Background: an optimization exercise with open tools, aiming at small area, a short achievable clock period and few clock cycles per item. Do not read the settings as production practice. Function was not checked in any run shown here: the RTL went through the layout flow alone. In run 1 the design's own scripts or RTL, not TritonCTS, make the clock network. The clock input has no modelled driver; a real chip could not lean on it and would need a root buffer or a full tree.

**flow/design.v**
```verilog
module w0_pre (
    input  logic [15:0] b,
    output logic [15:0] bm,
    output logic        up
);
    logic [14:0] z;    
    always_comb begin
        logic [14:0] t;
        t = {~b[13:0], 1'b1};
        for (int l = 0; l < 4; l++)
            for (int i = 14; i >= 0; i--)
                if ((i >> l) & 1) t[i] = t[i] & t[((i >> l) << l) - 1];
        z = t;
    end
    assign up = (b[15] & ~b[14]) | (b[14] & z[14]);
    assign bm = {b[15], b[14:0] ^ ({15{~b[15] & b[14]}} & z)};
endmodule
module w0_sum (
    input  logic [15:0] s,
    input  logic [15:14] p,
    input  logic [15:14] g,
    input  logic        c14,
    output logic [15:0] bm,
    output logic        up
);
    logic [14:0] z;    
    logic        dn0, dn1, dnp;
    always_comb begin
        logic [14:0] t;
        t = {~s[13:0], 1'b1};
        for (int l = 0; l < 4; l++)
            for (int i = 14; i >= 0; i--)
                if ((i >> l) & 1) t[i] = t[i] & t[((i >> l) << l) - 1];
        z = t;
    end
    assign dn0 =  p[14] & ~(p[15] ^ g[14]);
    assign dn1 = ~p[14] & ~(p[15] ^ (g[14] | p[14]));
    assign dnp = c14 ? dn1 : dn0;
    assign up = (s[15] & ~s[14]) | (s[14] & z[14]);
    assign bm = {s[15], s[14:0] ^ ({15{dnp}} & z)};
endmodule
module bf_pg (
    input  logic [15:0] a,
    input  logic [15:0] b,
    output logic [15:0] p,
    output logic [15:0] g
);
    assign p = a ^ b;
    assign g = a & b;
endmodule
module add16_sum #(
    parameter bit PN = 1'b0,
    parameter int CI = 2
)(
    input  logic [15:0] a,
    input  logic [15:0] p,
    input  logic [15:0] g,
    input  logic        ci,
    output logic [15:0] s,
    output logic        c14      
);
    logic [15:0] pp, gg, G, P;
    logic        c;
    assign pp = PN ? ~p : p;
    assign gg = PN ? a & p : g;
    assign c  = (CI == 2) ? ci : (CI == 3) ? ~ci : CI[0];
    always_comb begin
        G = gg; P = pp;
        for (int l = 0; l < 4; l++)
            for (int i = 0; i < 16; i++)
                if ((i % (2 << l)) == (2 << l) - 1) begin
                    G[i] = G[i] | (P[i] & G[i - (1 << l)]);
                    P[i] = P[i] & P[i - (1 << l)];
                end
        for (int l = 2; l >= 0; l--)
            for (int i = 0; i < 16; i++)
                if ((i % (2 << l)) == (1 << l) - 1 && i >= (2 << l)) begin
                    G[i] = G[i] | (P[i] & G[i - (1 << l)]);
                    P[i] = P[i] & P[i - (1 << l)];
                end
    end
    assign s = pp ^ ({G[14:0], 1'b0} | ({P[14:0], 1'b1} & {16{c}}));
    assign c14 = G[13] | (P[13] & c);
endmodule
module butterfly #(
    parameter bit FIXED = 1'b0
)(
    input  logic [15:0] a,
    input  logic [15:0] b,
    input  logic        ci,
    output logic [15:0] out0,
    output logic [15:0] out1,
    output logic [15:14] p_hi,     
    output logic [15:14] g_hi,
    output logic        c14        
);
    logic [15:0] p, g;
    assign p_hi = p[15:14];
    assign g_hi = g[15:14];
    bf_pg u_pg (.a(a), .b(b), .p(p), .g(g));
    add16_sum #(.PN(1'b0), .CI(FIXED ? 0 : 2)) u_add (.a(a), .p(p), .g(g), .ci(ci), .s(out0), .c14(c14));
    add16_sum #(.PN(1'b1), .CI(FIXED ? 1 : 3)) u_sub (.a(a), .p(p), .g(g), .ci(ci), .s(out1), .c14());
endmodule
module fft4 #(
    parameter int WIDTH = 32
)(
    input logic clk,
    input logic rst,
    input logic start,
    output logic done,
    input logic signed [WIDTH-1:0] in0,
    input logic signed [WIDTH-1:0] in1,
    input logic signed [WIDTH-1:0] in2,
    input logic signed [WIDTH-1:0] in3,
    output logic signed [WIDTH-1:0] out0,
    output logic signed [WIDTH-1:0] out1,
    output logic signed [WIDTH-1:0] out2,
    output logic signed [WIDTH-1:0] out3
);
    logic [15:0] b2r, b2i, b3r, b3i;
    logic        u2r, u2i, u3r, u3i;
    w0_pre p2r (.b(in2[31:16]), .bm(b2r), .up(u2r));
    w0_pre p2i (.b(in2[15:0]),  .bm(b2i), .up(u2i));
    w0_pre p3r (.b(in3[31:16]), .bm(b3r), .up(u3r));
    w0_pre p3i (.b(in3[15:0]),  .bm(b3i), .up(u3i));
    logic [15:0] e0r_d, e0i_d, e1r_d, e1i_d, o0r_d, o0i_d, o1r_d, o1i_d;
    butterfly bf_er (.a(in0[31:16]), .b(b2r), .ci(u2r), .out0(e0r_d), .out1(e1r_d),
                     .p_hi(), .g_hi(), .c14());
    butterfly bf_ei (.a(in0[15:0]),  .b(b2i), .ci(u2i), .out0(e0i_d), .out1(e1i_d),
                     .p_hi(), .g_hi(), .c14());
    logic [15:14] po0r, go0r, po0i, go0i;
    logic         c14o0r, c14o0i;
    butterfly bf_or (.a(in1[31:16]), .b(b3r), .ci(u3r), .out0(o0r_d), .out1(o1r_d),
                     .p_hi(po0r), .g_hi(go0r), .c14(c14o0r));
    butterfly bf_oi (.a(in1[15:0]),  .b(b3i), .ci(u3i), .out0(o0i_d), .out1(o1i_d),
                     .p_hi(po0i), .g_hi(go0i), .c14(c14o0i));
    logic [15:0] m0r_d, m0i_d;
    logic        up0r_d, up0i_d;
    w0_sum p0r (.s(o0r_d), .p(po0r), .g(go0r), .c14(c14o0r), .bm(m0r_d), .up(up0r_d));
    w0_sum p0i (.s(o0i_d), .p(po0i), .g(go0i), .c14(c14o0i), .bm(m0i_d), .up(up0i_d));
    logic [15:0] e0r, e0i, m0r, m0i, o1r, o1i;
    logic [15:1] e1r_h, e1i_h;
    logic        up0r, up0i;
    always_ff @(posedge clk) begin
        if (start) begin
            e0r <= e0r_d; e0i <= e0i_d;
            e1r_h <= e1r_d[15:1]; e1i_h <= e1i_d[15:1];
            m0r <= m0r_d; m0i <= m0i_d;
            up0r <= up0r_d; up0i <= up0i_d;
            o1r <= o1r_d; o1i <= o1i_d;
        end
    end
    logic [15:0] e1r, e1i;
    assign e1r = {e1r_h, e0r[0]};
    assign e1i = {e1i_h, e0i[0]};
    always_ff @(posedge clk or posedge rst) begin
        if (rst) done <= 1'b0;
        else if (start) done <= 1'b1;
    end
    butterfly bf_0r (.a(e0r), .b(m0r), .ci(up0r), .out0(out0[31:16]), .out1(out2[31:16]),
                     .p_hi(), .g_hi(), .c14());
    butterfly bf_0i (.a(e0i), .b(m0i), .ci(up0i), .out0(out0[15:0]),  .out1(out2[15:0]),
                     .p_hi(), .g_hi(), .c14());
    butterfly #(.FIXED(1'b1)) bf_1r (.a(e1r), .b(o1i), .ci(1'b0), .out0(out1[31:16]), .out1(out3[31:16]),
                     .p_hi(), .g_hi(), .c14());
    butterfly #(.FIXED(1'b1)) bf_1i (.a(e1i), .b(o1r), .ci(1'b0), .out0(out3[15:0]),  .out1(out1[15:0]),
                     .p_hi(), .g_hi(), .c14());
endmodule
```
**flow/flow/run.sh**
```bash
#!/bin/bash
# Standard layout (the standard.sh, standard synthesis), with two changes:
#  - the port buffers are sky130 buf_1 cells instead of the default pick (a
#    delay buffer); every port still gets its own buffer;
#  - the clock tree is a balanced two-stage tree built by cts_pre.tcl
#    (4 clkbuf_8 driven by the clock port, 8 clkbuf_16 leaves) instead of
#    TritonCTS's 17-buffer H-tree.
# make's full output goes to standard.log; ORFS keeps each step's log under
# orfs/logs.
set -euo pipefail
export BUFFER_PORTS_ARGS="-buffer_cell sky130_fd_sc_hd__buf_1"
export PRE_CTS_TCL="$PWD/flow/cts_pre.tcl"
bash standard.sh > standard.log 2>&1
```
**flow/flow/cts_pre.tcl**
```tcl
# Clock tree built here instead of by TritonCTS (hooked in as PRE_CTS_TCL).
# The clock port drives 4 level-1 clock buffers; each drives 2 leaf clock
# buffers; each leaf drives the clock pins of one group of flip-flops.
# Groups come from recursive halving of the flip-flop positions, alternating
# x and y, so every flip-flop sits behind the same two buffer stages.
# The tree only balances the clock: no register is given a clock earlier or
# later than the others on purpose.
proc my_split {items idx} {
  set s [lsort -integer -index $idx $items]
  set n [llength $s]
  return [list [lrange $s 0 [expr {$n / 2 - 1}]] [lrange $s [expr {$n / 2}] end]]
}
proc my_groups {items n idx} {
  if {$n <= 1} { return [list $items] }
  set halves [my_split $items $idx]
  set nidx [expr {3 - $idx}]
  return [concat [my_groups [lindex $halves 0] [expr {$n / 2}] $nidx] \
                 [my_groups [lindex $halves 1] [expr {$n / 2}] $nidx]]
}
proc my_centroid {items} {
  set sx 0; set sy 0
  foreach s $items { incr sx [lindex $s 1]; incr sy [lindex $s 2] }
  set n [llength $items]
  return [list [expr {$sx / $n}] [expr {$sy / $n}]]
}
proc my_build_clock_tree {nl1 nl2 l1cell l2cell} {
  set block [ord::get_db_block]
  set clknet [$block findNet clk]
  set sinks {}
  foreach it [$clknet getITerms] {
    set inst [$it getInst]
    set loc [$inst getLocation]
    lappend sinks [list $it [lindex $loc 0] [lindex $loc 1]]
  }
  puts "bench clock tree: [llength $sinks] clock sinks"
  set m1 [[ord::get_db] findMaster $l1cell]
  set m2 [[ord::get_db] findMaster $l2cell]
  set k 0
  set j 0
  foreach grp [my_groups $sinks $nl1 1] {
    set n1 [odb::dbNet_create $block "clknet_l1_$k"]
    $n1 setSigType CLOCK
    set b1 [odb::dbInst_create $block $m1 "clkbuf_l1_$k"]
    [$b1 findITerm A] connect $clknet
    [$b1 findITerm X] connect $n1
    set c [my_centroid $grp]
    $b1 setLocation [lindex $c 0] [lindex $c 1]
    $b1 setPlacementStatus PLACED
    foreach leaf [my_groups $grp $nl2 2] {
      set n2 [odb::dbNet_create $block "clknet_l2_$j"]
      $n2 setSigType CLOCK
      set b2 [odb::dbInst_create $block $m2 "clkbuf_l2_$j"]
      [$b2 findITerm A] connect $n1
      [$b2 findITerm X] connect $n2
      foreach s $leaf {
        set it [lindex $s 0]
        $it disconnect
        $it connect $n2
      }
      set c [my_centroid $leaf]
      $b2 setLocation [lindex $c 0] [lindex $c 1]
      $b2 setPlacementStatus PLACED
      puts "bench clock tree: clkbuf_l2_$j drives [llength $leaf] sinks"
      incr j
    }
    incr k
  }
}

my_build_clock_tree 4 2 sky130_fd_sc_hd__clkbuf_8 sky130_fd_sc_hd__clkbuf_16
set_propagated_clock [all_clocks]
rename clock_tree_synthesis my_tritoncts_unused
proc clock_tree_synthesis {args} {
  puts "clock_tree_synthesis skipped: the clock tree was built by cts_pre.tcl"
}
```
**flow/standard.sh**
```bash
#!/bin/bash
# synth_recipe.tcl (not shown) runs the flow's synth.tcl, then flattens the netlist and writes it again
# the make line also repeats each setting of config.mk as NAME=value (left out here)
make -C /OpenROAD-flow-scripts/flow DESIGN_CONFIG=/design/flow/config.mk WORK_HOME=/design/flow/orfs CLKGATE_MAP_FILE= SYNTH_SCRIPT=/design/flow/synth_recipe.tcl "${@:-finish}"
```
**flow/config.mk**
```make
export PLATFORM = sky130hd
export DESIGN_NAME = fft4
export DESIGN_NICKNAME = fft4
export VERILOG_FILES = /design/flow/design.v
export SDC_FILE = /design/flow/constraint.sdc
export NUM_CORES = 4
export LEC_CHECK = 0
export ABC_AREA = 1
export CAP_MARGIN = 20
export CORE_MARGIN = 2
export CORE_UTILIZATION = 60
export GPL_ROUTABILITY_DRIVEN = 0
export GPL_TIMING_DRIVEN = 1
export SETUP_SLACK_MARGIN = 5
export SLEW_MARGIN = 20
export SYNTH_HIERARCHICAL = 1
export SYNTH_MINIMUM_KEEP_SIZE = 0
```
**flow/constraint.sdc**
```tcl
create_clock -name core_clock -period 10.0 [get_ports {clk}]
set_input_delay 2.0000 -clock core_clock [delete_from_list [all_inputs] [get_ports {clk}]]
set_output_delay 2.0000 -clock core_clock [all_outputs]
set_load 0.01 [all_outputs]
```
==> flow_metrics.env, run 1 <==
export IMPL_core_um2=26700
export IMPL_grt_setup_unrepaired="true"
export IMPL_boundaryPins=260
export IMPL_routed_wl_mm=38.3
export IMPL_synth_area_per_cell_um2=7.25
export IMPL_critPathArrivalTime_ps=4810
export IMPL_area_growth_pct=9.97
export IMPL_finalCritPeriodShare=0.478
export IMPL_wl_per_cell_um=13.5
export IMPL_die_height_um=168
export IMPL_cpMostUsedCell="nand2_1"
export IMPL_viasPerCell=5.10
export IMPL_slowest_delay_ps=400
export IMPL_finalInstanceArea_um2=17800
export IMPL_timing_final_max_slew_violations=0
export IMPL_num_nets_final=2780
export IMPL_cp_max_fo=7
export IMPL_first_pass_iters=5
export IMPL_crit_chain="buf_1 > inv_2 > nor2_4 > nand2_1 > nor2_1 > nand2_1 > nand2_1 > nand2_1 > ha_1 > nand2_2 > inv_1 > a21oi_2 > nand3_2 > nand2_1 > nand2_1 > nand2_1 > nand2_1 > xor2_1 > nor2_2 > nand2_1 > nor2_1 > nand3_1 > nand2_1 > nand2_1"
export IMPL_grt_met3_usage=0.0233
export IMPL_grt_util_all_layers=0.264
export IMPL_met2_usage=0.475
export IMPL_start_util=0.605
export IMPL_grt_remaining_overflow=0
export IMPL_status="complete, no violations"
export IMPL_place_ws_ps=4540
export IMPL_drive_above_1_share=0.151
export IMPL_worstSetupPathType="in -> reg"
export IMPL_die_area_um2=28300
export IMPL_portBuffers=259
export IMPL_crit_path_end_kind="flop"
export IMPL_setup_tns_ps=0
export IMPL_clk_latency_ps=290
export IMPL_synthCells=2229
export IMPL_setup_worst_path_start_class="input pin"
export IMPL_final_core_util=0.665
export IMPL_drc_errors=0
export IMPL_die_w_um=168
export IMPL_drv_cap=0
export IMPL_hold_ws_ps=459
export IMPL_grt_pass1_vias=13400
export IMPL_synth_area_um2=16200
export IMPL_final_cells=2833
export IMPL_grt_busiest_layer="met2"
export IMPL_dp_cells=2812
export IMPL_worst_pin_slew_ps=952
export IMPL_drtIter0Drc=732
export IMPL_grt_pass1_wl_mm=62.1
export IMPL_slew_headroom=0.366
export IMPL_hold_path_class="reg -> reg"
export IMPL_via_count=14500
export IMPL_fillers=2465
export IMPL_finalSetupViolCount=0
export IMPL_period_needed_ps=4780
export IMPL_max_freq_ghz=0.209
export IMPL_crit_path_top_delay_cell="ha_1"
export IMPL_antenna_found_initial=0
export IMPL_clk_pin_slew_ps=80
export IMPL_yosysWarnings=13
export IMPL_route_antenna_remaining_nets=0
export IMPL_use_met1=0.348
export IMPL_crit_required_ps=10030
export IMPL_hold_viol_final=0
export IMPL_setup_slack_ps=5220
export IMPL_post_dp_cell_area_um2=17400
export IMPL_syn_nets=2516
export IMPL_skew_ps=0
export IMPL_grt_max_degree=74
export IMPL_dpl_hpwl_mm=32.0
export IMPL_num_rows=60
[layer usage]
layer  part of all wire  vias up
met5                  0        -
met4              0.021        0
met3              0.045       45
met2               0.47      314
met1               0.46     6474
li1                   -     7619
[critical path, delay by kind of cell]
family	cells	cell delay (ps)
AO/OA/AOI/OAI	1	170
buffers and inverters	3	280
XOR/XNOR	1	190
adder cells (fa/ha/maj)	1	400
AND/OR/NAND/NOR	18	1770
[flip-flops by register name, indices dropped and copies added (netlist names)]
name and flops:
e0i 16, m0r 16, o1r 16, e0r 16, done 1, e1r_h 15, up0i 1, e1i_h 15
up0r 1, o1i 16, m0i 16
[final cells by class]
type	instances	area, um^2	area share
Tap cell	341	427	0.0240
Timing Repair Buffer	268	1040	0.0587
Multi-Input combinational cell	1765	11000	0.618
Buffer	12	255	0.0144
Sequential cell	129	3870	0.218
Antenna cell	1	2.50	0.000141
Inverter	317	1190	0.0669
[placed cells by master (no fill, tap or decap), drive strengths merged]
master / count
xor2: 128
clkinv: 4
dfrtp: 1
o21bai: 6
a21oi: 68
nand3: 162
nor2: 256
buf: 267
edfxtp: 128
a31o: 2
diode: 1
ha: 156
or2: 8
nand2: 773
xnor2: 66
o21a: 8
a21boi: 6
clkbuf: 13
o21ai: 78
nor3: 16
nand4: 14
inv: 313
nand3b: 18
[final timing paths]
check / from / end / slack, ps / depth (start not counted)
max in group asynchronous: rst / done / 8410 / 2
min in group asynchronous: rst / done / 1500 / 2
setup / recovery: in3[30] / m0r[14] / 5220 / 24
setup reg to reg: done / done / 9430 / 2
hold reg to reg: done / done / 460 / 2
hold / removal: done / done / 460 / 2
[repair_timing]
item	in CTS	in global routing
hold buffers	0	0
pin swaps	0	3
setup endpoints to repair	18	32
buffers inserted	0	8
gates resized for setup	2	13
==> run 2, diff against run 1 <==
==> flow/design.v (replaced) <==
module butterfly #(
    parameter int WIDTH   = 32,
    parameter bit MINUS_J = 1'b0
)(
    input  logic [WIDTH-1:0] A,
    input  logic [WIDTH-1:0] B,
    output logic [WIDTH-1:0] out0,
    output logic [WIDTH-1:0] out1
);
    localparam int HALF = WIDTH/2;
    function automatic logic [HALF-1:0] mulw0(input logic [HALF-1:0] b);
        logic dn, up;
        dn = ~b[HALF-1] &  b[HALF-2] &  (|b[HALF-3:0]);
        up =  b[HALF-1] & (~b[HALF-2] | ~(|b[HALF-3:0]));
        mulw0 = b - {{(HALF-1){1'b0}}, dn} + {{(HALF-1){1'b0}}, up};
    endfunction
    logic [HALF-1:0] a_r, a_i, bw_r, bw_i;
    assign a_r = A[WIDTH-1:HALF];
    assign a_i = A[HALF-1:0];
    generate
        if (MINUS_J) begin : g_mj
            assign bw_r = B[HALF-1:0];
            assign bw_i = -B[WIDTH-1:HALF];
        end else begin : g_w0
            assign bw_r = mulw0(B[WIDTH-1:HALF]);
            assign bw_i = mulw0(B[HALF-1:0]);
        end
    endgenerate
    assign out0 = {a_r + bw_r, a_i + bw_i};
    assign out1 = {a_r - bw_r, a_i - bw_i};
endmodule
module fft4 #(
    parameter int WIDTH = 32
)(
    input logic clk,
    input logic rst,
    input logic start,
    output logic done,
    input logic signed [WIDTH-1:0] in0,
    input logic signed [WIDTH-1:0] in1,
    input logic signed [WIDTH-1:0] in2,
    input logic signed [WIDTH-1:0] in3,
    output logic signed [WIDTH-1:0] out0,
    output logic signed [WIDTH-1:0] out1,
    output logic signed [WIDTH-1:0] out2,
    output logic signed [WIDTH-1:0] out3
);
    logic [WIDTH-1:0] e0_d, e1_d, o0_d, o1_d;
    logic [WIDTH-1:0] e0, e1, o0, o1;
    butterfly #(.WIDTH(WIDTH), .MINUS_J(1'b0)) bf_e (.A(in0), .B(in2), .out0(e0_d), .out1(e1_d));
    butterfly #(.WIDTH(WIDTH), .MINUS_J(1'b0)) bf_o (.A(in1), .B(in3), .out0(o0_d), .out1(o1_d));
    always_ff @(posedge clk) begin
        if (start) begin
            e0 <= e0_d;
            e1 <= e1_d;
            o0 <= o0_d;
            o1 <= o1_d;
        end
    end
    always_ff @(posedge clk or posedge rst) begin
        if (rst) done <= 1'b0;
        else if (start) done <= 1'b1;
    end
    butterfly #(.WIDTH(WIDTH), .MINUS_J(1'b0)) bf_0 (.A(e0), .B(o0), .out0(out0), .out1(out2));
    butterfly #(.WIDTH(WIDTH), .MINUS_J(1'b1)) bf_1 (.A(e1), .B(o1), .out0(out1), .out1(out3));
endmodule
==> flow/run.sh (new file) <==
#!/bin/bash
# synth_recipe.tcl (not shown) runs the flow's synth.tcl, then flattens the netlist and writes it again
# the make line also repeats each setting of config.mk as NAME=value (left out here)
make -C /OpenROAD-flow-scripts/flow DESIGN_CONFIG=/design/flow/config.mk WORK_HOME=/design/flow/orfs CLKGATE_MAP_FILE= SYNTH_SCRIPT=/design/flow/synth_recipe.tcl finish
==> flow/config.mk (replaced) <==
export PLATFORM = sky130hd
export DESIGN_NAME = fft4
export DESIGN_NICKNAME = fft4
export VERILOG_FILES = /design/flow/design.v
export SDC_FILE = /design/flow/constraint.sdc
export NUM_CORES = 4
export LEC_CHECK = 0
export CAP_MARGIN = 20
export CORE_MARGIN = 2
export CORE_UTILIZATION = 40
export SLEW_MARGIN = 20
removed: flow/flow/run.sh
removed: flow/flow/cts_pre.tcl
removed: flow/standard.sh
==> run 2 against run 1 <==
Still clean. Setup slack worse by 3100 ps. Via count is 24% higher. Sequential share of layout area is 6.4 points lower. Critical path depth is 1 lower. Utilization is 19 points lower. Final cell count is 19% higher. Clock skew stayed put. Hold slack better by 5.6 ps. Fmax is 40% lower. Register-to-register slack worse by 200 ps. Critical path type is now reg -> out.
==> flow_metrics.env, run 2 <==
export IMPL_status="complete, no violations"
export IMPL_clk_pin_slew_ps=60
export IMPL_dpl_hpwl_mm=48.7
export IMPL_yosysTopAreaCellShare=0.235
export IMPL_wl_per_cell_um=17.2
export IMPL_timing_final_max_slew_violations=0
export IMPL_drtIter0Drc=976
export IMPL_drv_cap=0
export IMPL_area_growth_pct=18.6
export IMPL_async_reset_ff_frac=0.00800
export IMPL_critPathArrivalTime_ps=5930
export IMPL_setup_tns_ps=0
export IMPL_grt_max_degree=66
export IMPL_grt_setup_unrepaired="false"
export IMPL_crit_path_top_delay_cell="clkdlybuf4s50_1"
export IMPL_max_freq_ghz=0.126
export IMPL_die_height_um=231
export IMPL_syn_nets=2993
export IMPL_hold_ws_ps=464
export IMPL_ys_seq_elements=125
export IMPL_postCtsHoldBufs=0
export IMPL_synth_area_per_cell_um2=8.37
export IMPL_clk_latency_ps=440
export IMPL_synth_edf_count=124
export IMPL_slew_headroom=0.429
export IMPL_setup_slack_ps=2070
export IMPL_cts_root_buf="clkbuf_16"
export IMPL_setup_worst_path_start_class="flop"
export IMPL_place_gp_congestion=0.968
export IMPL_skew_ps=0
export IMPL_num_rows=83
export IMPL_grt_util_all_layers=0.214
export IMPL_slowest_delay_ps=550
export IMPL_boundaryPins=260
export IMPL_drc_errors=0
export IMPL_first_pass_iters=5
export IMPL_hold_path_class="reg -> reg"
export IMPL_synth_cell_types=87
export IMPL_critPathBufInv=4
export IMPL_final_cells=3360
export IMPL_routed_wl_mm=57.6
export IMPL_drive_above_1_share=0.0295
export IMPL_post_cts_setup_buffers=0
export IMPL_grt_pass1_vias=17500
export IMPL_cts_tree="yes"
export IMPL_die_w_um=231
export IMPL_dp_cells=3327
export IMPL_via_count=17900
export IMPL_worstSetupPathType="reg -> out"
export IMPL_top_register="o0"
export IMPL_seq_area_frac_synth=0.183
export IMPL_synth_area_um2=20500
export IMPL_cpMostUsedCell="ha_1"
export IMPL_layout_commonest_cell="ha_1"
export IMPL_cts_buffer_depth=2
export IMPL_layout_common_cells="ha_1, inv_1, clkdlybuf4s50_1"
export IMPL_route_antenna_remaining_nets=0
export IMPL_hold_viol_final=0
export IMPL_core_um2=51000
export IMPL_largest_reg_flops=32
export IMPL_final_core_util=0.478
export IMPL_place_ws_ps=2350
export IMPL_cts_buffers=17
export IMPL_period_needed_ps=7930
export IMPL_crit_required_ps=8000
export IMPL_start_util=0.403
export IMPL_cts_max_level=4
export IMPL_synth_area_leader_cell="ha_1"
export IMPL_crit_chain="inv_1 > ha_1 > nand4_1 > nor4_1 > o21ai_0 > ha_1 > inv_1 > ha_1 > fa_1 > a21oi_1 > o21bai_1 > a21oi_1 > a211o_1 > o221a_2 > nor2b_1 > xnor2_1 > ha_1 > inv_1 > nor3_1 > nand2_1 > o31ai_1 > xnor2_1 > clkdlybuf4s50_1"
export IMPL_cts_repair_resized=0
export IMPL_synthCells=2454
export IMPL_num_nets_final=3205
export IMPL_cp_max_fo=13
export IMPL_grt_remaining_overflow=0
export IMPL_worst_pin_slew_ps=856
export IMPL_top_regs="o0 (32), e0 (31), e1 (31)"
export IMPL_viasPerCell=5.34
export IMPL_synth_common_cells="ha_1, inv_1, a21oi_1"
export IMPL_antenna_found_initial=2
export IMPL_synth_most_common_cell="ha_1"
export IMPL_yosys_most_used_dff="edfxtp_1"
export IMPL_crit_path_end_kind="output port"
export IMPL_clock_sinks=125
export IMPL_die_area_um2=53200
export IMPL_portBuffers=259
export IMPL_ys_top_cells_by_area="ha_1, edfxtp_1, xnor2_1"
export IMPL_yosysWarnings=2
export IMPL_finalSetupViolCount=0
export IMPL_cpLargestDelayFamily="adder cells"
export IMPL_finalCritPeriodShare=0.793
export IMPL_grt_pass1_wl_mm=90.9
==> run 2: metal layers <==
layer	wire, um	GRT usage	up-vias
met2	26600	0.355	430
met4	1560	0.0665	2
met1	26900	0.286	8414
met3	2510	0.0304	70
met5	16	0	-
li1	-	-	9032
==> run 2: cell type report <==
class / count / area (um^2)
fill: 4897 / 26600
clock inverter: 15 / 225
sequential: 125 / 3750
antenna: 1 / 2.50
multi-input combinational: 1931 / 15300
timing repair buffer: 261 / 2610
inverter: 330 / 1240
tap: 680 / 851
clock buffer: 17 / 425
==> run 2: logic make-up (layout without fill, tap and decap cells) <==
group                    Yosys count  in the layout  share of synthesized area
AO/OA/AOI/OAI                    635            635                      0.205
XOR/XNOR                         317            317                      0.136
adder cells (fa/ha/maj)          408            408                      0.257
buffers and inverters            398            623                     0.0745
flip-flops                       125            125                      0.183
multiplexers                       6              6                    0.00305
other                              0              1                          0
AND/OR/NAND/NOR                  565            565                      0.143
==> run 2: per-stage QoR <==
step / instance area (um^2)
after floorplan: 20500
after global placement: 23700
after detailed placement: 23700
after CTS: 24300
after global routing: 24300
final: 24400
==> run 2: path summary, 6_finish.rpt <==
kind	start	endpoint	slack [ps]	cells past startpoint
min reg2reg	done	done	460	1
max in group asynchronous	rst	done	8210	2
max reg2reg	done	done	9230	1
min in group asynchronous	rst	done	1710	2
max	o0[3]	out0[15]	2070	23
min	done	done	460	1

what the ideal ports hide:
The flow's constraints put no driver on any port. The routed layouts listed below were extracted and timed again, unchanged, in two steps. Step 1 sets driving cells, clkbuf_16 on the clock port and buf_2 on the other inputs (assumed; they add their load-dependent delay and slew). Step 2 times the ports against the registers' clock, not the clock port: input delays grow and output delays shrink by t, the midpoint of the rising clock arrivals with the driver on. a / b / c = ideal ports / drivers / drivers and shift; a / b = the first two.
run	t (ns)	slack for setup (ns)	worst setup path at the end	slew at the worst register clock pin (ns)	pins driven straight from the clock port
run 1	0.370	5.220 / 5.286 / 4.916	input to register	0.08 / 0.08	4
run 2	0.495	2.072 / 2.017 / 2.342	input to register	0.06 / 0.06	1
After both steps every run listed still meets setup and hold. For run 1, which loses most, drivers alone change the setup slack by +0.066 ns; drivers and shift together by -0.304 ns.
